Source: an optimization exercise on an open RTL-to-GDS flow (aim: small area and a short achievable clock period). Production flows keep margins and buffers that such runs may drop.
Only the layout flow was run in this run; the RTL was not checked for function there.

$ cat design.v
module fir_filter (
    data_in, data_out, clk, rst
);
    output [17:0] data_out;
    input  [7:0]  data_in;
    input         clk, rst;
    wire [7:0] d = data_in;
    reg  [7:0]  x1n;
    reg  [7:0]  x2;
    reg  [7:0]  x3n;
    reg  [7:0]  x4;
    reg  [7:0]  x5n;
    reg  [7:0]  x6;
    reg  [7:0]  x7n;
    reg  [17:0] s;
    wire p1, p2;
    fa u_p1 (.a(x2[0]), .b(x4[0]), .c(x6[0]), .s(p1), .co(p2));
    wire p3, p4;
    fa u_p3 (.a(x2[1]), .b(x4[1]), .c(x6[1]), .s(p3), .co(p4));
    wire p5, p6;
    fa u_p5 (.a(p2), .b(p3), .c(d[1]), .s(p5), .co(p6));
    wire p7, p8;
    fa u_p7 (.a(x2[2]), .b(x4[2]), .c(x6[2]), .s(p7), .co(p8));
    wire p9, p10;
    fa u_p9 (.a(p4), .b(p7), .c(d[2]), .s(p9), .co(p10));
    wire p11, p12;
    fa u_p11 (.a(x2[3]), .b(x4[3]), .c(x6[3]), .s(p11), .co(p12));
    wire p13, p14;
    fa u_p13 (.a(p8), .b(p11), .c(d[3]), .s(p13), .co(p14));
    wire p15, p16;
    fa u_p15 (.a(x2[4]), .b(x4[4]), .c(x6[4]), .s(p15), .co(p16));
    wire p17, p18;
    fa u_p17 (.a(p12), .b(p15), .c(d[4]), .s(p17), .co(p18));
    wire p19, p20;
    fa u_p19 (.a(x2[5]), .b(x4[5]), .c(x6[5]), .s(p19), .co(p20));
    wire p21, p22;
    fa u_p21 (.a(p16), .b(p19), .c(d[5]), .s(p21), .co(p22));
    wire p23, p24;
    fa u_p23 (.a(x2[6]), .b(x4[6]), .c(x6[6]), .s(p23), .co(p24));
    wire p25, p26;
    fa u_p25 (.a(p20), .b(p23), .c(d[6]), .s(p25), .co(p26));
    wire p27, p28;
    fa u_p27 (.a(x2[7]), .b(x4[7]), .c(x6[7]), .s(p27), .co(p28));
    wire p29, p30;
    fa u_p29 (.a(p24), .b(p27), .c(d[7]), .s(p29), .co(p30));
    wire Pc_p0, Pc_g0;
    ha u_Pc_h0 (.a(p1), .b(d[0]), .s(Pc_p0), .co(Pc_g0));
    wire Pc_p2, Pc_g2;
    ha u_Pc_h2 (.a(p6), .b(p9), .s(Pc_p2), .co(Pc_g2));
    wire Pc_p3, Pc_g3;
    ha u_Pc_h3 (.a(p10), .b(p13), .s(Pc_p3), .co(Pc_g3));
    wire Pc_p4, Pc_g4;
    ha u_Pc_h4 (.a(p14), .b(p17), .s(Pc_p4), .co(Pc_g4));
    wire Pc_p5, Pc_g5;
    ha u_Pc_h5 (.a(p18), .b(p21), .s(Pc_p5), .co(Pc_g5));
    wire Pc_p6, Pc_g6;
    ha u_Pc_h6 (.a(p22), .b(p25), .s(Pc_p6), .co(Pc_g6));
    wire Pc_p7, Pc_g7;
    ha u_Pc_h7 (.a(p26), .b(p29), .s(Pc_p7), .co(Pc_g7));
    wire Pc_p8, Pc_g8;
    ha u_Pc_h8 (.a(p28), .b(p30), .s(Pc_p8), .co(Pc_g8));
    wire Pc_G1 = p5 & Pc_g0;
    wire Pc_P1 = p5 & Pc_p0;
    wire Pc_G2 = Pc_g3 | (Pc_p3 & Pc_g2);
    wire Pc_P2 = Pc_p3 & Pc_p2;
    wire Pc_G3 = Pc_g5 | (Pc_p5 & Pc_g4);
    wire Pc_P3 = Pc_p5 & Pc_p4;
    wire Pc_G4 = Pc_g7 | (Pc_p7 & Pc_g6);
    wire Pc_P4 = Pc_p7 & Pc_p6;
    wire Pc_G6 = Pc_G2 | (Pc_P2 & Pc_G1);
    wire Pc_P6 = Pc_P2 & Pc_P1;
    wire Pc_G7 = Pc_G4 | (Pc_P4 & Pc_G3);
    wire Pc_P7 = Pc_P4 & Pc_P3;
    wire Pc_G8 = Pc_G7 | (Pc_P7 & Pc_G6);
    wire Pc_P8 = Pc_P7 & Pc_P6;
    wire Pc_G9 = Pc_G3 | (Pc_P3 & Pc_G6);
    wire Pc_P9 = Pc_P3 & Pc_P6;
    wire Pc_G11 = Pc_g2 | (Pc_p2 & Pc_G1);
    wire Pc_P11 = Pc_p2 & Pc_P1;
    wire Pc_G12 = Pc_g4 | (Pc_p4 & Pc_G6);
    wire Pc_P12 = Pc_p4 & Pc_P6;
    wire Pc_G13 = Pc_g6 | (Pc_p6 & Pc_G9);
    wire Pc_P13 = Pc_p6 & Pc_P9;
    wire Pc_G14 = Pc_g8 | (Pc_p8 & Pc_G8);
    wire Pc_P14 = Pc_p8 & Pc_P8;
    wire Pc_s1 = p5 ^ Pc_g0;
    wire Pc_s2 = Pc_p2 ^ Pc_G1;
    wire Pc_s3 = Pc_p3 ^ Pc_G11;
    wire Pc_s4 = Pc_p4 ^ Pc_G6;
    wire Pc_s5 = Pc_p5 ^ Pc_G12;
    wire Pc_s6 = Pc_p6 ^ Pc_G9;
    wire Pc_s7 = Pc_p7 ^ Pc_G13;
    wire Pc_s8 = Pc_p8 ^ Pc_G8;
    wire [10:0] P = {1'b0, Pc_G14, Pc_s8, Pc_s7, Pc_s6, Pc_s5, Pc_s4, Pc_s3, Pc_s2, Pc_s1, Pc_p0};
    wire t1, t2;
    fa u_t1 (.a(~x7n[0]), .b(x3n[0]), .c(~P[0]), .s(t1), .co(t2));
    wire t3 = ~(~x7n[1] ^ x3n[1]);
    wire t4 = ~x7n[1] | x3n[1];
    wire t5, t6;
    fa u_t5 (.a(t3), .b(~P[1]), .c(t2), .s(t5), .co(t6));
    wire t7, t8;
    fa u_t7 (.a(~x7n[2]), .b(~x7n[0]), .c(x3n[2]), .s(t7), .co(t8));
    wire t9, t10;
    fa u_t9 (.a(t4), .b(t7), .c(~P[2]), .s(t9), .co(t10));
    wire t11, t12;
    fa u_t11 (.a(~x7n[3]), .b(~x7n[1]), .c(x3n[3]), .s(t11), .co(t12));
    wire t13, t14;
    fa u_t13 (.a(t8), .b(t11), .c(~P[3]), .s(t13), .co(t14));
    wire t15, t16;
    fa u_t15 (.a(~x7n[4]), .b(~x7n[2]), .c(~x7n[0]), .s(t15), .co(t16));
    wire t17, t18;
    fa u_t17 (.a(x3n[4]), .b(t15), .c(t12), .s(t17), .co(t18));
    wire t19, t20;
    fa u_t19 (.a(t17), .b(P[0]), .c(~P[4]), .s(t19), .co(t20));
    wire t21, t22;
    fa u_t21 (.a(~x7n[5]), .b(~x7n[3]), .c(~x7n[1]), .s(t21), .co(t22));
    wire t23, t24;
    fa u_t23 (.a(x3n[5]), .b(t16), .c(t21), .s(t23), .co(t24));
    wire t25, t26;
    fa u_t25 (.a(t23), .b(t18), .c(P[1]), .s(t25), .co(t26));
    wire t27, t28;
    fa u_t27 (.a(~P[5]), .b(t25), .c(t20), .s(t27), .co(t28));
    wire t29, t30;
    fa u_t29 (.a(~x7n[6]), .b(~x7n[4]), .c(~x7n[2]), .s(t29), .co(t30));
    wire t31, t32;
    fa u_t31 (.a(~x7n[0]), .b(x3n[6]), .c(t22), .s(t31), .co(t32));
    wire t33, t34;
    fa u_t33 (.a(t29), .b(t24), .c(t31), .s(t33), .co(t34));
    wire t35, t36;
    fa u_t35 (.a(t33), .b(P[0]), .c(P[2]), .s(t35), .co(t36));
    wire t37, t38;
    fa u_t37 (.a(~P[6]), .b(t26), .c(t35), .s(t37), .co(t38));
    wire t39, t40;
    fa u_t39 (.a(~x7n[7]), .b(~x7n[5]), .c(~x7n[3]), .s(t39), .co(t40));
    wire t41, t42;
    fa u_t41 (.a(~x7n[1]), .b(x3n[7]), .c(t30), .s(t41), .co(t42));
    wire t43, t44;
    fa u_t43 (.a(t39), .b(t32), .c(t41), .s(t43), .co(t44));
    wire t45, t46;
    fa u_t45 (.a(t34), .b(t43), .c(P[1]), .s(t45), .co(t46));
    wire t47, t48;
    fa u_t47 (.a(P[3]), .b(~P[7]), .c(t36), .s(t47), .co(t48));
    wire t49, t50;
    fa u_t49 (.a(t45), .b(t38), .c(t47), .s(t49), .co(t50));
    wire t51 = ~(~x3n[0] ^ ~x7n[6]);
    wire t52 = ~x3n[0] | ~x7n[6];
    wire t53, t54;
    fa u_t53 (.a(~x7n[4]), .b(~x7n[2]), .c(t51), .s(t53), .co(t54));
    wire t55, t56;
    fa u_t55 (.a(t40), .b(t53), .c(t42), .s(t55), .co(t56));
    wire t57, t58;
    fa u_t57 (.a(t44), .b(t55), .c(P[2]), .s(t57), .co(t58));
    wire t59, t60;
    fa u_t59 (.a(P[4]), .b(~P[8]), .c(t46), .s(t59), .co(t60));
    wire t61, t62;
    fa u_t61 (.a(t57), .b(t48), .c(t59), .s(t61), .co(t62));
    wire t63 = ~(~x3n[1] ^ ~x7n[7]);
    wire t64 = ~x3n[1] | ~x7n[7];
    wire t65, t66;
    fa u_t65 (.a(~x7n[5]), .b(~x7n[3]), .c(t52), .s(t65), .co(t66));
    wire t67, t68;
    fa u_t67 (.a(t63), .b(t54), .c(t65), .s(t67), .co(t68));
    wire t69, t70;
    fa u_t69 (.a(t67), .b(t56), .c(P[3]), .s(t69), .co(t70));
    wire t71, t72;
    fa u_t71 (.a(P[5]), .b(~P[9]), .c(t58), .s(t71), .co(t72));
    wire t73, t74;
    fa u_t73 (.a(t69), .b(t60), .c(t71), .s(t73), .co(t74));
    wire t75 = ~(~x3n[2] ^ ~x7n[6]);
    wire t76 = ~x3n[2] | ~x7n[6];
    wire t77, t78;
    fa u_t77 (.a(~x7n[4]), .b(t64), .c(t75), .s(t77), .co(t78));
    wire t79, t80;
    fa u_t79 (.a(t66), .b(t77), .c(t68), .s(t79), .co(t80));
    wire t81, t82;
    fa u_t81 (.a(t79), .b(P[4]), .c(P[6]), .s(t81), .co(t82));
    wire t83, t84;
    fa u_t83 (.a(~P[10]), .b(t70), .c(t81), .s(t83), .co(t84));
    wire t85, t86;
    fa u_t85 (.a(t72), .b(t83), .c(t74), .s(t85), .co(t86));
    wire t87, t88;
    fa u_t87 (.a(~x3n[3]), .b(~x7n[7]), .c(~x7n[5]), .s(t87), .co(t88));
    wire t89, t90;
    fa u_t89 (.a(t76), .b(t87), .c(t78), .s(t89), .co(t90));
    wire t91, t92;
    fa u_t91 (.a(t89), .b(t80), .c(P[5]), .s(t91), .co(t92));
    wire t93, t94;
    fa u_t93 (.a(P[7]), .b(t82), .c(t91), .s(t93), .co(t94));
    wire t95, t96;
    fa u_t95 (.a(t84), .b(t93), .c(t86), .s(t95), .co(t96));
    wire t97 = ~(~x3n[4] ^ ~x7n[6]);
    wire t98 = ~x3n[4] | ~x7n[6];
    wire t99, t100;
    fa u_t99 (.a(t97), .b(t88), .c(t90), .s(t99), .co(t100));
    wire t101, t102;
    fa u_t101 (.a(t99), .b(P[6]), .c(P[8]), .s(t101), .co(t102));
    wire t103, t104;
    fa u_t103 (.a(t92), .b(t101), .c(t94), .s(t103), .co(t104));
    wire t105 = ~(~x3n[5] ^ ~x7n[7]);
    wire t106 = ~x3n[5] | ~x7n[7];
    wire t107, t108;
    fa u_t107 (.a(t98), .b(t105), .c(t100), .s(t107), .co(t108));
    wire t109, t110;
    fa u_t109 (.a(t107), .b(P[7]), .c(P[9]), .s(t109), .co(t110));
    wire t111, t112;
    fa u_t111 (.a(t102), .b(t109), .c(t104), .s(t111), .co(t112));
    wire t113 = ~(~x3n[6] ^ t106);
    wire t114 = ~x3n[6] | t106;
    wire t115, t116;
    fa u_t115 (.a(t113), .b(t108), .c(P[8]), .s(t115), .co(t116));
    wire t117, t118;
    fa u_t117 (.a(P[10]), .b(t110), .c(t115), .s(t117), .co(t118));
    wire t119 = ~(~x3n[7] ^ t114);
    wire t120 = ~x3n[7] | t114;
    wire t121, t122;
    fa u_t121 (.a(t119), .b(P[9]), .c(t116), .s(t121), .co(t122));
    wire t123 = ~(t120 ^ P[10]);
    wire t124 = t120 | P[10];
    wire s_nextc_p2, s_nextc_g2;
    ha u_s_nextc_h2 (.a(t9), .b(t6), .s(s_nextc_p2), .co(s_nextc_g2));
    wire s_nextc_p3, s_nextc_g3;
    ha u_s_nextc_h3 (.a(t10), .b(t13), .s(s_nextc_p3), .co(s_nextc_g3));
    wire s_nextc_p4, s_nextc_g4;
    ha u_s_nextc_h4 (.a(t14), .b(t19), .s(s_nextc_p4), .co(s_nextc_g4));
    wire s_nextc_p6, s_nextc_g6;
    ha u_s_nextc_h6 (.a(t37), .b(t28), .s(s_nextc_p6), .co(s_nextc_g6));
    wire s_nextc_p8, s_nextc_g8;
    ha u_s_nextc_h8 (.a(t50), .b(t61), .s(s_nextc_p8), .co(s_nextc_g8));
    wire s_nextc_p9, s_nextc_g9;
    ha u_s_nextc_h9 (.a(t62), .b(t73), .s(s_nextc_p9), .co(s_nextc_g9));
    wire s_nextc_p12, s_nextc_g12;
    ha u_s_nextc_h12 (.a(t103), .b(t96), .s(s_nextc_p12), .co(s_nextc_g12));
    wire s_nextc_p14, s_nextc_g14;
    ha u_s_nextc_h14 (.a(t117), .b(t112), .s(s_nextc_p14), .co(s_nextc_g14));
    wire s_nextc_p15, s_nextc_g15;
    ha u_s_nextc_h15 (.a(t118), .b(t121), .s(s_nextc_p15), .co(s_nextc_g15));
    wire s_nextc_p16, s_nextc_g16;
    ha u_s_nextc_h16 (.a(t123), .b(t122), .s(s_nextc_p16), .co(s_nextc_g16));
    wire s_nextc_p17, s_nextc_g17;
    ha u_s_nextc_h17 (.a(1'b1), .b(t124), .s(s_nextc_p17), .co(s_nextc_g17));
    wire s_nextc_P1 = t5 & t1;
    wire s_nextc_G2 = s_nextc_g3 | (s_nextc_p3 & s_nextc_g2);
    wire s_nextc_P2 = s_nextc_p3 & s_nextc_p2;
    wire s_nextc_G3 = t27 & s_nextc_g4;
    wire s_nextc_P3 = t27 & s_nextc_p4;
    wire s_nextc_G4 = t49 & s_nextc_g6;
    wire s_nextc_P4 = t49 & s_nextc_p6;
    wire s_nextc_G5 = s_nextc_g9 | (s_nextc_p9 & s_nextc_g8);
    wire s_nextc_P5 = s_nextc_p9 & s_nextc_p8;
    wire s_nextc_P6 = t95 & t85;
    wire s_nextc_G7 = t111 & s_nextc_g12;
    wire s_nextc_P7 = t111 & s_nextc_p12;
    wire s_nextc_G8 = s_nextc_g15 | (s_nextc_p15 & s_nextc_g14);
    wire s_nextc_P8 = s_nextc_p15 & s_nextc_p14;
    wire s_nextc_G9 = s_nextc_g17 | (s_nextc_p17 & s_nextc_g16);
    wire s_nextc_P9 = s_nextc_p17 & s_nextc_p16;
    wire s_nextc_P10 = s_nextc_P2 & s_nextc_P1;
    wire s_nextc_G11 = s_nextc_G4 | (s_nextc_P4 & s_nextc_G3);
    wire s_nextc_P11 = s_nextc_P4 & s_nextc_P3;
    wire s_nextc_G12 = s_nextc_P6 & s_nextc_G5;
    wire s_nextc_P12 = s_nextc_P6 & s_nextc_P5;
    wire s_nextc_G13 = s_nextc_G8 | (s_nextc_P8 & s_nextc_G7);
    wire s_nextc_P13 = s_nextc_P8 & s_nextc_P7;
    wire s_nextc_G14 = s_nextc_G11 | (s_nextc_P11 & s_nextc_G2);
    wire s_nextc_P14 = s_nextc_P11 & s_nextc_P10;
    wire s_nextc_G15 = s_nextc_G13 | (s_nextc_P13 & s_nextc_G12);
    wire s_nextc_P15 = s_nextc_P13 & s_nextc_P12;
    wire s_nextc_G16 = s_nextc_G15 | (s_nextc_P15 & s_nextc_G14);
    wire s_nextc_P16 = s_nextc_P15 & s_nextc_P14;
    wire s_nextc_G17 = s_nextc_G12 | (s_nextc_P12 & s_nextc_G14);
    wire s_nextc_P17 = s_nextc_P12 & s_nextc_P14;
    wire s_nextc_G18 = s_nextc_G3 | (s_nextc_P3 & s_nextc_G2);
    wire s_nextc_P18 = s_nextc_P3 & s_nextc_P10;
    wire s_nextc_G19 = s_nextc_G5 | (s_nextc_P5 & s_nextc_G14);
    wire s_nextc_P19 = s_nextc_P5 & s_nextc_P14;
    wire s_nextc_G20 = s_nextc_G7 | (s_nextc_P7 & s_nextc_G17);
    wire s_nextc_P20 = s_nextc_P7 & s_nextc_P17;
    wire s_nextc_G21 = s_nextc_G9 | (s_nextc_P9 & s_nextc_G16);
    wire s_nextc_P21 = s_nextc_P9 & s_nextc_P16;
    wire s_nextc_P22 = s_nextc_p2 & s_nextc_P1;
    wire s_nextc_G23 = s_nextc_g4 | (s_nextc_p4 & s_nextc_G2);
    wire s_nextc_P23 = s_nextc_p4 & s_nextc_P10;
    wire s_nextc_G24 = s_nextc_g6 | (s_nextc_p6 & s_nextc_G18);
    wire s_nextc_P24 = s_nextc_p6 & s_nextc_P18;
    wire s_nextc_G25 = s_nextc_g8 | (s_nextc_p8 & s_nextc_G14);
    wire s_nextc_P25 = s_nextc_p8 & s_nextc_P14;
    wire s_nextc_G26 = t85 & s_nextc_G19;
    wire s_nextc_P26 = t85 & s_nextc_P19;
    wire s_nextc_G27 = s_nextc_g12 | (s_nextc_p12 & s_nextc_G17);
    wire s_nextc_P27 = s_nextc_p12 & s_nextc_P17;
    wire s_nextc_G28 = s_nextc_g14 | (s_nextc_p14 & s_nextc_G20);
    wire s_nextc_P28 = s_nextc_p14 & s_nextc_P20;
    wire s_nextc_G29 = s_nextc_g16 | (s_nextc_p16 & s_nextc_G16);
    wire s_nextc_P29 = s_nextc_p16 & s_nextc_P16;
    wire s_nextc_s3 = s_nextc_p3 ^ s_nextc_g2;
    wire s_nextc_s4 = s_nextc_p4 ^ s_nextc_G2;
    wire s_nextc_s5 = t27 ^ s_nextc_G23;
    wire s_nextc_s6 = s_nextc_p6 ^ s_nextc_G18;
    wire s_nextc_s7 = t49 ^ s_nextc_G24;
    wire s_nextc_s8 = s_nextc_p8 ^ s_nextc_G14;
    wire s_nextc_s9 = s_nextc_p9 ^ s_nextc_G25;
    wire s_nextc_s10 = t85 ^ s_nextc_G19;
    wire s_nextc_s11 = t95 ^ s_nextc_G26;
    wire s_nextc_s12 = s_nextc_p12 ^ s_nextc_G17;
    wire s_nextc_s13 = t111 ^ s_nextc_G27;
    wire s_nextc_s14 = s_nextc_p14 ^ s_nextc_G20;
    wire s_nextc_s15 = s_nextc_p15 ^ s_nextc_G28;
    wire s_nextc_s16 = s_nextc_p16 ^ s_nextc_G16;
    wire s_nextc_s17 = s_nextc_p17 ^ s_nextc_G29;
    wire [17:0] s_next = {s_nextc_s17, s_nextc_s16, s_nextc_s15, s_nextc_s14, s_nextc_s13, s_nextc_s12, s_nextc_s11, s_nextc_s10, s_nextc_s9, s_nextc_s8, s_nextc_s7, s_nextc_s6, s_nextc_s5, s_nextc_s4, s_nextc_s3, s_nextc_p2, t5, t1};
    wire o1, o2;
    ha u_o1 (.a(s[6]), .b(d[6]), .s(o1), .co(o2));
    wire o3, o4;
    fa u_o3 (.a(s[7]), .b(d[7]), .c(d[5]), .s(o3), .co(o4));
    wire o5, o6;
    ha u_o5 (.a(s[8]), .b(d[6]), .s(o5), .co(o6));
    wire o7, o8;
    ha u_o7 (.a(s[9]), .b(d[7]), .s(o7), .co(o8));
    wire o9, o10;
    ha u_o9 (.a(s[4]), .b(d[4]), .s(o9), .co(o10));
    wire o11, o12;
    fa u_o11 (.a(s[5]), .b(d[5]), .c(d[3]), .s(o11), .co(o12));
    wire o13, o14;
    fa u_o13 (.a(d[4]), .b(d[2]), .c(d[0]), .s(o13), .co(o14));
    wire o15, o16;
    fa u_o15 (.a(d[3]), .b(d[1]), .c(o2), .s(o15), .co(o16));
    wire o17, o18;
    fa u_o17 (.a(d[4]), .b(d[2]), .c(o5), .s(o17), .co(o18));
    wire o19, o20;
    fa u_o19 (.a(d[5]), .b(d[3]), .c(o7), .s(o19), .co(o20));
    wire o21, o22;
    fa u_o21 (.a(s[10]), .b(d[6]), .c(d[4]), .s(o21), .co(o22));
    wire o23, o24;
    ha u_o23 (.a(s[11]), .b(d[7]), .s(o23), .co(o24));
    wire o25, o26;
    ha u_o25 (.a(s[2]), .b(d[2]), .s(o25), .co(o26));
    wire o27, o28;
    fa u_o27 (.a(s[3]), .b(d[3]), .c(d[1]), .s(o27), .co(o28));
    wire o29, o30;
    fa u_o29 (.a(d[2]), .b(d[0]), .c(o9), .s(o29), .co(o30));
    wire o31, o32;
    fa u_o31 (.a(d[1]), .b(o10), .c(o11), .s(o31), .co(o32));
    wire o33, o34;
    fa u_o33 (.a(o1), .b(o13), .c(o12), .s(o33), .co(o34));
    wire o35, o36;
    fa u_o35 (.a(o3), .b(o14), .c(o15), .s(o35), .co(o36));
    wire o37, o38;
    fa u_o37 (.a(o4), .b(o17), .c(o16), .s(o37), .co(o38));
    wire o39, o40;
    fa u_o39 (.a(o6), .b(o19), .c(o18), .s(o39), .co(o40));
    wire o41, o42;
    fa u_o41 (.a(o8), .b(o21), .c(o20), .s(o41), .co(o42));
    wire o43, o44;
    fa u_o43 (.a(d[5]), .b(o23), .c(o22), .s(o43), .co(o44));
    wire o45, o46;
    fa u_o45 (.a(s[12]), .b(d[6]), .c(o24), .s(o45), .co(o46));
    wire o47, o48;
    ha u_o47 (.a(s[13]), .b(d[7]), .s(o47), .co(o48));
    wire yc_p0, yc_g0;
    ha u_yc_h0 (.a(s[0]), .b(d[0]), .s(yc_p0), .co(yc_g0));
    wire yc_p1, yc_g1;
    ha u_yc_h1 (.a(s[1]), .b(d[1]), .s(yc_p1), .co(yc_g1));
    wire yc_p2, yc_g2;
    ha u_yc_h2 (.a(d[0]), .b(o25), .s(yc_p2), .co(yc_g2));
    wire yc_p3, yc_g3;
    ha u_yc_h3 (.a(o26), .b(o27), .s(yc_p3), .co(yc_g3));
    wire yc_p4, yc_g4;
    ha u_yc_h4 (.a(o28), .b(o29), .s(yc_p4), .co(yc_g4));
    wire yc_p5, yc_g5;
    ha u_yc_h5 (.a(o30), .b(o31), .s(yc_p5), .co(yc_g5));
    wire yc_p6, yc_g6;
    ha u_yc_h6 (.a(o33), .b(o32), .s(yc_p6), .co(yc_g6));
    wire yc_p7, yc_g7;
    ha u_yc_h7 (.a(o34), .b(o35), .s(yc_p7), .co(yc_g7));
    wire yc_p8, yc_g8;
    ha u_yc_h8 (.a(o37), .b(o36), .s(yc_p8), .co(yc_g8));
    wire yc_p9, yc_g9;
    ha u_yc_h9 (.a(o39), .b(o38), .s(yc_p9), .co(yc_g9));
    wire yc_p10, yc_g10;
    ha u_yc_h10 (.a(o41), .b(o40), .s(yc_p10), .co(yc_g10));
    wire yc_p11, yc_g11;
    ha u_yc_h11 (.a(o43), .b(o42), .s(yc_p11), .co(yc_g11));
    wire yc_p12, yc_g12;
    ha u_yc_h12 (.a(o45), .b(o44), .s(yc_p12), .co(yc_g12));
    wire yc_p13, yc_g13;
    ha u_yc_h13 (.a(o47), .b(o46), .s(yc_p13), .co(yc_g13));
    wire yc_p14, yc_g14;
    ha u_yc_h14 (.a(s[14]), .b(o48), .s(yc_p14), .co(yc_g14));
    wire yc_G1 = yc_g1 | (yc_p1 & yc_g0);
    wire yc_G2 = yc_g2 | (yc_p2 & yc_g1);
    wire yc_P2 = yc_p2 & yc_p1;
    wire yc_G3 = yc_g3 | (yc_p3 & yc_g2);
    wire yc_P3 = yc_p3 & yc_p2;
    wire yc_G4 = yc_g4 | (yc_p4 & yc_g3);
    wire yc_P4 = yc_p4 & yc_p3;
    wire yc_G5 = yc_g5 | (yc_p5 & yc_g4);
    wire yc_P5 = yc_p5 & yc_p4;
    wire yc_G6 = yc_g6 | (yc_p6 & yc_g5);
    wire yc_P6 = yc_p6 & yc_p5;
    wire yc_G7 = yc_g7 | (yc_p7 & yc_g6);
    wire yc_P7 = yc_p7 & yc_p6;
    wire yc_G8 = yc_g8 | (yc_p8 & yc_g7);
    wire yc_P8 = yc_p8 & yc_p7;
    wire yc_G9 = yc_g9 | (yc_p9 & yc_g8);
    wire yc_P9 = yc_p9 & yc_p8;
    wire yc_G10 = yc_g10 | (yc_p10 & yc_g9);
    wire yc_P10 = yc_p10 & yc_p9;
    wire yc_G11 = yc_g11 | (yc_p11 & yc_g10);
    wire yc_P11 = yc_p11 & yc_p10;
    wire yc_G12 = yc_g12 | (yc_p12 & yc_g11);
    wire yc_P12 = yc_p12 & yc_p11;
    wire yc_G13 = yc_g13 | (yc_p13 & yc_g12);
    wire yc_P13 = yc_p13 & yc_p12;
    wire yc_G14 = yc_g14 | (yc_p14 & yc_g13);
    wire yc_P14 = yc_p14 & yc_p13;
    wire yc_G15 = s[15] & yc_g14;
    wire yc_P15 = s[15] & yc_p14;
    wire yc_P16 = s[16] & s[15];
    wire yc_P17 = s[17] & s[16];
    wire yc_G18 = yc_G2 | (yc_P2 & yc_g0);
    wire yc_G19 = yc_G3 | (yc_P3 & yc_G1);
    wire yc_G20 = yc_G4 | (yc_P4 & yc_G2);
    wire yc_P20 = yc_P4 & yc_P2;
    wire yc_G21 = yc_G5 | (yc_P5 & yc_G3);
    wire yc_P21 = yc_P5 & yc_P3;
    wire yc_G22 = yc_G6 | (yc_P6 & yc_G4);
    wire yc_P22 = yc_P6 & yc_P4;
    wire yc_G23 = yc_G7 | (yc_P7 & yc_G5);
    wire yc_P23 = yc_P7 & yc_P5;
    wire yc_G24 = yc_G8 | (yc_P8 & yc_G6);
    wire yc_P24 = yc_P8 & yc_P6;
    wire yc_G25 = yc_G9 | (yc_P9 & yc_G7);
    wire yc_P25 = yc_P9 & yc_P7;
    wire yc_G26 = yc_G10 | (yc_P10 & yc_G8);
    wire yc_P26 = yc_P10 & yc_P8;
    wire yc_G27 = yc_G11 | (yc_P11 & yc_G9);
    wire yc_P27 = yc_P11 & yc_P9;
    wire yc_G28 = yc_G12 | (yc_P12 & yc_G10);
    wire yc_P28 = yc_P12 & yc_P10;
    wire yc_G29 = yc_G13 | (yc_P13 & yc_G11);
    wire yc_P29 = yc_P13 & yc_P11;
    wire yc_G30 = yc_G14 | (yc_P14 & yc_G12);
    wire yc_P30 = yc_P14 & yc_P12;
    wire yc_G31 = yc_G15 | (yc_P15 & yc_G13);
    wire yc_P31 = yc_P15 & yc_P13;
    wire yc_G32 = yc_P16 & yc_G14;
    wire yc_P32 = yc_P16 & yc_P14;
    wire yc_G33 = yc_P17 & yc_G15;
    wire yc_P33 = yc_P17 & yc_P15;
    wire yc_G34 = yc_G20 | (yc_P20 & yc_g0);
    wire yc_G35 = yc_G21 | (yc_P21 & yc_G1);
    wire yc_G36 = yc_G22 | (yc_P22 & yc_G18);
    wire yc_G37 = yc_G23 | (yc_P23 & yc_G19);
    wire yc_G38 = yc_G24 | (yc_P24 & yc_G20);
    wire yc_P38 = yc_P24 & yc_P20;
    wire yc_G39 = yc_G25 | (yc_P25 & yc_G21);
    wire yc_P39 = yc_P25 & yc_P21;
    wire yc_G40 = yc_G26 | (yc_P26 & yc_G22);
    wire yc_P40 = yc_P26 & yc_P22;
    wire yc_G41 = yc_G27 | (yc_P27 & yc_G23);
    wire yc_P41 = yc_P27 & yc_P23;
    wire yc_G42 = yc_G28 | (yc_P28 & yc_G24);
    wire yc_P42 = yc_P28 & yc_P24;
    wire yc_G43 = yc_G29 | (yc_P29 & yc_G25);
    wire yc_P43 = yc_P29 & yc_P25;
    wire yc_G44 = yc_G30 | (yc_P30 & yc_G26);
    wire yc_P44 = yc_P30 & yc_P26;
    wire yc_G45 = yc_G31 | (yc_P31 & yc_G27);
    wire yc_P45 = yc_P31 & yc_P27;
    wire yc_G46 = yc_G32 | (yc_P32 & yc_G28);
    wire yc_P46 = yc_P32 & yc_P28;
    wire yc_G47 = yc_G33 | (yc_P33 & yc_G29);
    wire yc_P47 = yc_P33 & yc_P29;
    wire yc_G48 = yc_G38 | (yc_P38 & yc_g0);
    wire yc_G49 = yc_G39 | (yc_P39 & yc_G1);
    wire yc_G50 = yc_G40 | (yc_P40 & yc_G18);
    wire yc_G51 = yc_G41 | (yc_P41 & yc_G19);
    wire yc_G52 = yc_G42 | (yc_P42 & yc_G34);
    wire yc_G53 = yc_G43 | (yc_P43 & yc_G35);
    wire yc_G54 = yc_G44 | (yc_P44 & yc_G36);
    wire yc_G55 = yc_G45 | (yc_P45 & yc_G37);
    wire yc_G56 = yc_G46 | (yc_P46 & yc_G38);
    wire yc_P56 = yc_P46 & yc_P38;
    wire yc_G57 = yc_G47 | (yc_P47 & yc_G39);
    wire yc_P57 = yc_P47 & yc_P39;
    wire yc_G58 = yc_G56 | (yc_P56 & yc_g0);
    wire yc_G59 = yc_G57 | (yc_P57 & yc_G1);
    wire yc_s1 = yc_p1 ^ yc_g0;
    wire yc_s2 = yc_p2 ^ yc_G1;
    wire yc_s3 = yc_p3 ^ yc_G18;
    wire yc_s4 = yc_p4 ^ yc_G19;
    wire yc_s5 = yc_p5 ^ yc_G34;
    wire yc_s6 = yc_p6 ^ yc_G35;
    wire yc_s7 = yc_p7 ^ yc_G36;
    wire yc_s8 = yc_p8 ^ yc_G37;
    wire yc_s9 = yc_p9 ^ yc_G48;
    wire yc_s10 = yc_p10 ^ yc_G49;
    wire yc_s11 = yc_p11 ^ yc_G50;
    wire yc_s12 = yc_p12 ^ yc_G51;
    wire yc_s13 = yc_p13 ^ yc_G52;
    wire yc_s14 = yc_p14 ^ yc_G53;
    wire yc_s15 = s[15] ^ yc_G54;
    wire yc_s16 = s[16] ^ yc_G55;
    wire yc_s17 = s[17] ^ yc_G58;
    wire [17:0] y = {yc_s17, yc_s16, yc_s15, yc_s14, yc_s13, yc_s12, yc_s11, yc_s10, yc_s9, yc_s8, yc_s7, yc_s6, yc_s5, yc_s4, yc_s3, yc_s2, yc_s1, yc_p0};
    assign data_out = y;
    wire rst_n = ~rst;
    wire [7:0] x1n_d;
    nand2v u_x1n (.a(d), .b({8{rst_n}}), .y(x1n_d));
    wire [7:0] x2_d;
    nor2v u_x2 (.a(x1n), .b({8{rst}}), .y(x2_d));
    wire [7:0] x3n_d;
    nand2v u_x3n (.a(x2), .b({8{rst_n}}), .y(x3n_d));
    wire [7:0] x4_d;
    nor2v u_x4 (.a(x3n), .b({8{rst}}), .y(x4_d));
    wire [7:0] x5n_d;
    nand2v u_x5n (.a(x4), .b({8{rst_n}}), .y(x5n_d));
    wire [7:0] x6_d;
    nor2v u_x6 (.a(x5n), .b({8{rst}}), .y(x6_d));
    wire [7:0] x7n_d;
    nand2v u_x7n (.a(x6), .b({8{rst_n}}), .y(x7n_d));
    always @(posedge clk) begin
        x1n <= x1n_d;
        x2 <= x2_d;
        x3n <= x3n_d;
        x4 <= x4_d;
        x5n <= x5n_d;
        x6 <= x6_d;
        x7n <= x7n_d;
        s <= rst ? 18'd0 : s_next;
    end
endmodule
module fa (input a, input b, input c, output s, output co);
    assign s = a ^ b ^ c;
    assign co = (a & b) | (a & c) | (b & c);
endmodule
module ha (input a, input b, output s, output co);
    assign s = a ^ b;
    assign co = a & b;
endmodule
module nand2v (input [7:0] a, input [7:0] b, output [7:0] y);
    assign y = ~(a & b);
endmodule
module nor2v (input [7:0] a, input [7:0] b, output [7:0] y);
    assign y = ~(a | b);
endmodule
$ cat config.mk
export PLATFORM = sky130hd
export DESIGN_NAME = fir_filter
export DESIGN_NICKNAME = fir_filter
export VERILOG_FILES = /design/flow/design.v
export SDC_FILE = /design/flow/constraint.sdc
export NUM_CORES = 4
export LEC_CHECK = 0
export CAP_MARGIN = 20
export CORE_MARGIN = 2
export CORE_UTILIZATION = 65
export CTS_BUF_LIST = sky130_fd_sc_hd__clkbuf_4 sky130_fd_sc_hd__clkbuf_8
export SETUP_SLACK_MARGIN = 4.0
export SLEW_MARGIN = 20
export SYNTH_HIERARCHICAL = 1
$ cat constraint.sdc
create_clock -name core_clock -period 11.0 [get_ports {clk}]
set_input_delay 2.2000 -clock core_clock [delete_from_list [all_inputs] [get_ports {clk}]]
set_output_delay 2.2000 -clock core_clock [all_outputs]
set_load 0.01 [all_outputs]
$ cat run.sh
#!/bin/bash
# synth_recipe.tcl (not shown) runs the flow's synth.tcl, then flattens the netlist and writes it again
# the make line also repeats each setting of config.mk as NAME=value (left out here)
make -C /OpenROAD-flow-scripts/flow DESIGN_CONFIG=/design/flow/config.mk WORK_HOME=/design/flow/orfs CLKGATE_MAP_FILE= SYNTH_SCRIPT=/design/flow/synth_recipe.tcl finish
==> impl_metrics.env <==
export IMPL_status="timing/DRC/antenna clean"
export IMPL_drc_errors=0
export IMPL_finClkSkew_ns=0.0126
export IMPL_antenna_found_initial=0
export IMPL_crit_type="in2out"
export IMPL_power_leakage_nw=2.89
export IMPL_hold_class="reg2reg"
export IMPL_die_height_um=95.2
export IMPL_worstPathArrival_ns=5.06
export IMPL_cts_sinks=74
export IMPL_vias_per_cell=5.45
export IMPL_drive_gt1_frac=0.188
export IMPL_rsz0062_at_grt="yes"
export IMPL_grt_pass1_wl_mm=16.8
export IMPL_intPower_w=0.00111
export IMPL_ir_drop_v=0.000256
export IMPL_grt_usage=0.250
export IMPL_root_buffer="clkbuf_8"
export IMPL_fin_tns_setup_ns=0
export IMPL_post_place_ws_ns=2.51
export IMPL_firstDrtPassIters=4
export IMPL_multiInputGateArea_sq_mm=0.00391
export IMPL_regArea_sq_mm=0.00148
export IMPL_synth_distinct_cells=45
export IMPL_port_buffers=27
export IMPL_drt_total_wl_mm=10.1
export IMPL_final_setup_worst_slack_ns=3.74
export IMPL_slew_headroom=0.377
export IMPL_synth_seq_area_share=0.274
export IMPL_worstPathMaxFanout=4
export IMPL_synth_warning_count=7
export IMPL_dpl_hpwl_mm=7.51
export IMPL_ant_nets=0
export IMPL_power_density_mw_per_mm2=294
export IMPL_grt_max_degree=44
export IMPL_initial_utilization=0.664
export IMPL_area_growth_pct=16.3
export IMPL_fin_util=0.773
export IMPL_min_path_cells=1
export IMPL_synthArstFlopShare=0
export IMPL_yosys_area_top_type="fa_1"
export IMPL_reg2reg_depth=23
export IMPL_rows=33
export IMPL_cp_end_kind="output pin"
export IMPL_gr_total_overflow=0
export IMPL_fmax_mhz=138
export IMPL_period_share=0.660
export IMPL_first_global_vias=3500
export IMPL_power_frac_clock=0.138
export IMPL_timing_hold_ws_ns=0.382
export IMPL_synth_area_top_cells="fa_1, dfxtp_1, ha_1"
export IMPL_drt_iter0_markers=98
export IMPL_clockBufferDepth=2
export IMPL_synth_edff_count=0
export IMPL_yosys_area_top_type_share=0.315
export IMPL_p_sw_frac=0.401
export IMPL_wl_per_cell_um=16.2
export IMPL_vias=3418
export IMPL_die_x_um=95.2
export IMPL_ios=28
export IMPL_syn_area_per_cell_sq_um=11.2
export IMPL_final_max_slew_viol_count=0
export IMPL_layout_min_cycle_time_ns=7.26
export IMPL_netlist_instances=483
export IMPL_fill_cells=537
export IMPL_die_area_sq_mm=0.00906
export IMPL_gp_congestion=0.884
export IMPL_fp_coreArea_sq_mm=0.00813
export IMPL_start_kind="input pin"
export IMPL_combPwrFrac=0.691
export IMPL_worstSkewPairLatency_ns=0.35
export IMPL_required_ns=8.80
export IMPL_synth_seq_cells=74
export IMPL_cts_hold_buf=0
export IMPL_tightest_slew_ns=0.934
export IMPL_clkTransAtPathRegs_ns=0.08
export IMPL_max_cap_viol_count=0
export IMPL_numCtsBuffers=9
export IMPL_hold_violations=0
export IMPL_power_switching_w=0.000742
export IMPL_final_setup_viol_count=0
export IMPL_nets=676
export IMPL_h_tree_depth=3
export IMPL_cts_tree="yes"
export IMPL_power_w=0.00185
export IMPL_synth_cell_area_sq_mm=0.00540
export IMPL_diodes=0
export IMPL_ys_flop_type="dfxtp_1"
export IMPL_p_seq_frac=0.171
[final timing paths]
check | end | start | slack (ns)
hold reg to reg | x6[4] | x5n[4] | 0.38
setup reg to reg | s[15] | x2[1] | 5.29
setup / recovery | data_out[17] | data_in[6] | 3.74
hold / removal | x6[4] | x5n[4] | 0.38
[cell families (layout without fill, tap and decap cells)]
group | after synthesis | in the layout | synth area share
xor+xnor | 23 | 23 | 0.0373
buf+inv | 62 | 100 | 0.0556
other cells | 2 | 3 | 0.00139
fa+ha+maj | 148 | 148 | 0.461
flops | 74 | 74 | 0.274
simple gates | 112 | 112 | 0.0928
compound gates | 62 | 62 | 0.0780
[metal layers]
metal / share of wire / vias to the layer above / wire length, um / track usage
li1: - / 1629 / - / -
met1: 0.44 / 1719 / 4430 / 0.335
met2: 0.50 / 50 / 5100 / 0.414
met3: 0.036 / 20 / 362 / 0.0427
met4: 0.024 / 0 / 241 / 0.0857
met5: 0 / - / 0 / 0
[modules after synthesis (local to each module, per instance)]
module,cells inside,copies in the design,flops+latches,cell area [sq um]
fir_filter,301,1,74,2980
fa,1,85,0,20.0
nor2v,8,3,0,30.0
ha,1,41,0,12.5
nand2v,8,4,0,30.0
[flip-flops by register name, indices dropped and copies added, names as in the netlist]
name and flops:
x5n 8, x1n 8, x2 8, x6 8, x7n 8, x3n 8
s 18, x4 8
[timing repair]
item,4_1_cts,5_1_grt
buffers inserted,10,6
pin swaps,25,38
endpoints found under the setup margin,22,15
gates resized for setup,103,29
[layout make-up]
type / count / share of cell area
multi-input cells: 348 / 0.623
clock inverters: 6 / 0.0179
clock buffers: 9 / 0.0197
inverters: 41 / 0.0245
flip-flops and latches: 74 / 0.236
well taps: 105 / 0.0209
repair buffers: 44 / 0.0587
[worst max-delay path, stage by stage]
cell and delay, ns:
buf_12 0.12, ha_4 0.23, fa_1 0.49, fa_1 0.45, ha_4 0.30, o21a_1 0.13
o211ai_1 0.12, a221oi_2 0.29, o211ai_1 0.14, buf_4 0.17, a21oi_4 0.11, xor2_1 0.14
buf_2 0.14
[power groups by stage]
stage / combinational (W) / clock, W / sequential (W)
global route: 0.00142 / 0.000266 / 0.000320
floorplan: 0.000919 / 0 / 0.000318
detailed placement: 0.00113 / 0 / 0.000322
global placement: 0.00110 / 0 / 0.000322
CTS: 0.00119 / 0.000258 / 0.000317
finish: 0.00128 / 0.000254 / 0.000317
[through the flow]
stage	instances	instance area [sq um]
2_1_floorplan	484	5470
3_3_place_gp	596	5730
3_5_place_dp	596	5730
4_1_cts	621	6130
5_1_grt	627	6280
6_report	627	6280
[cell usage after synthesis, types with 2 or more instances]
library cell   n
conb_1         2
clkbuf_1       3
a21oi_1       19
a21boi_0       2
buf_4         18
nor2b_1       13
inv_1         41
nand3_1        3
xnor2_1       14
nor2_1        45
nand2_1       37
dfxtp_1       74
ha_1          63
fa_1          85
o211ai_1       4
nand2b_1       2
or2_2          3
a21o_1         8
or3_1          2
xor2_1         9
o21a_1         5
o21ai_0        8
[cells in the final DEF (no fill, tap or decap), types with 5 or more instances in the layout]
cell / count
fa_1: 82
dfxtp_1: 74
ha_1: 48
nor2_1: 41
inv_1: 40
nand2_1: 36
buf_4: 21
nor2b_1: 13
xnor2_1: 12
a21oi_1: 12
ha_4: 11
xor2_1: 9
clkbuf_8: 9
a21o_1: 8
clkdlybuf4s50_1: 8
buf_2: 8
o21a_1: 5
a21oi_2: 5
o21ai_1: 5

==> what the ideal ports hide <==
The results above use ideal ports. As a check the final layout listed here was re-extracted and re-timed, cells and wires unchanged.
Step 1, drivers: a clkbuf_16 drives clk and a buf_2 each remaining input, both assumed.
Step 2 times the ports against the registers' clock, not the clock port: input delays grow and output delays shrink by t, the midpoint of the rising clock arrivals with the driver on.
Three values: ideal, step 1, step 2; two values: the first two.
t, ns: 0.378
setup slack, ns: 3.743 / 3.696 / 3.696
hold slack, ns: 0.382 / 0.382 / 0.382
worst register clock-pin slew, ns: 0.09 / 0.09
worst slew at a driven data input, ns: 0.06
After both steps this run still meets setup and hold. For this run, drivers alone change the setup slack by -0.047 ns; drivers and shift together by -0.047 ns.
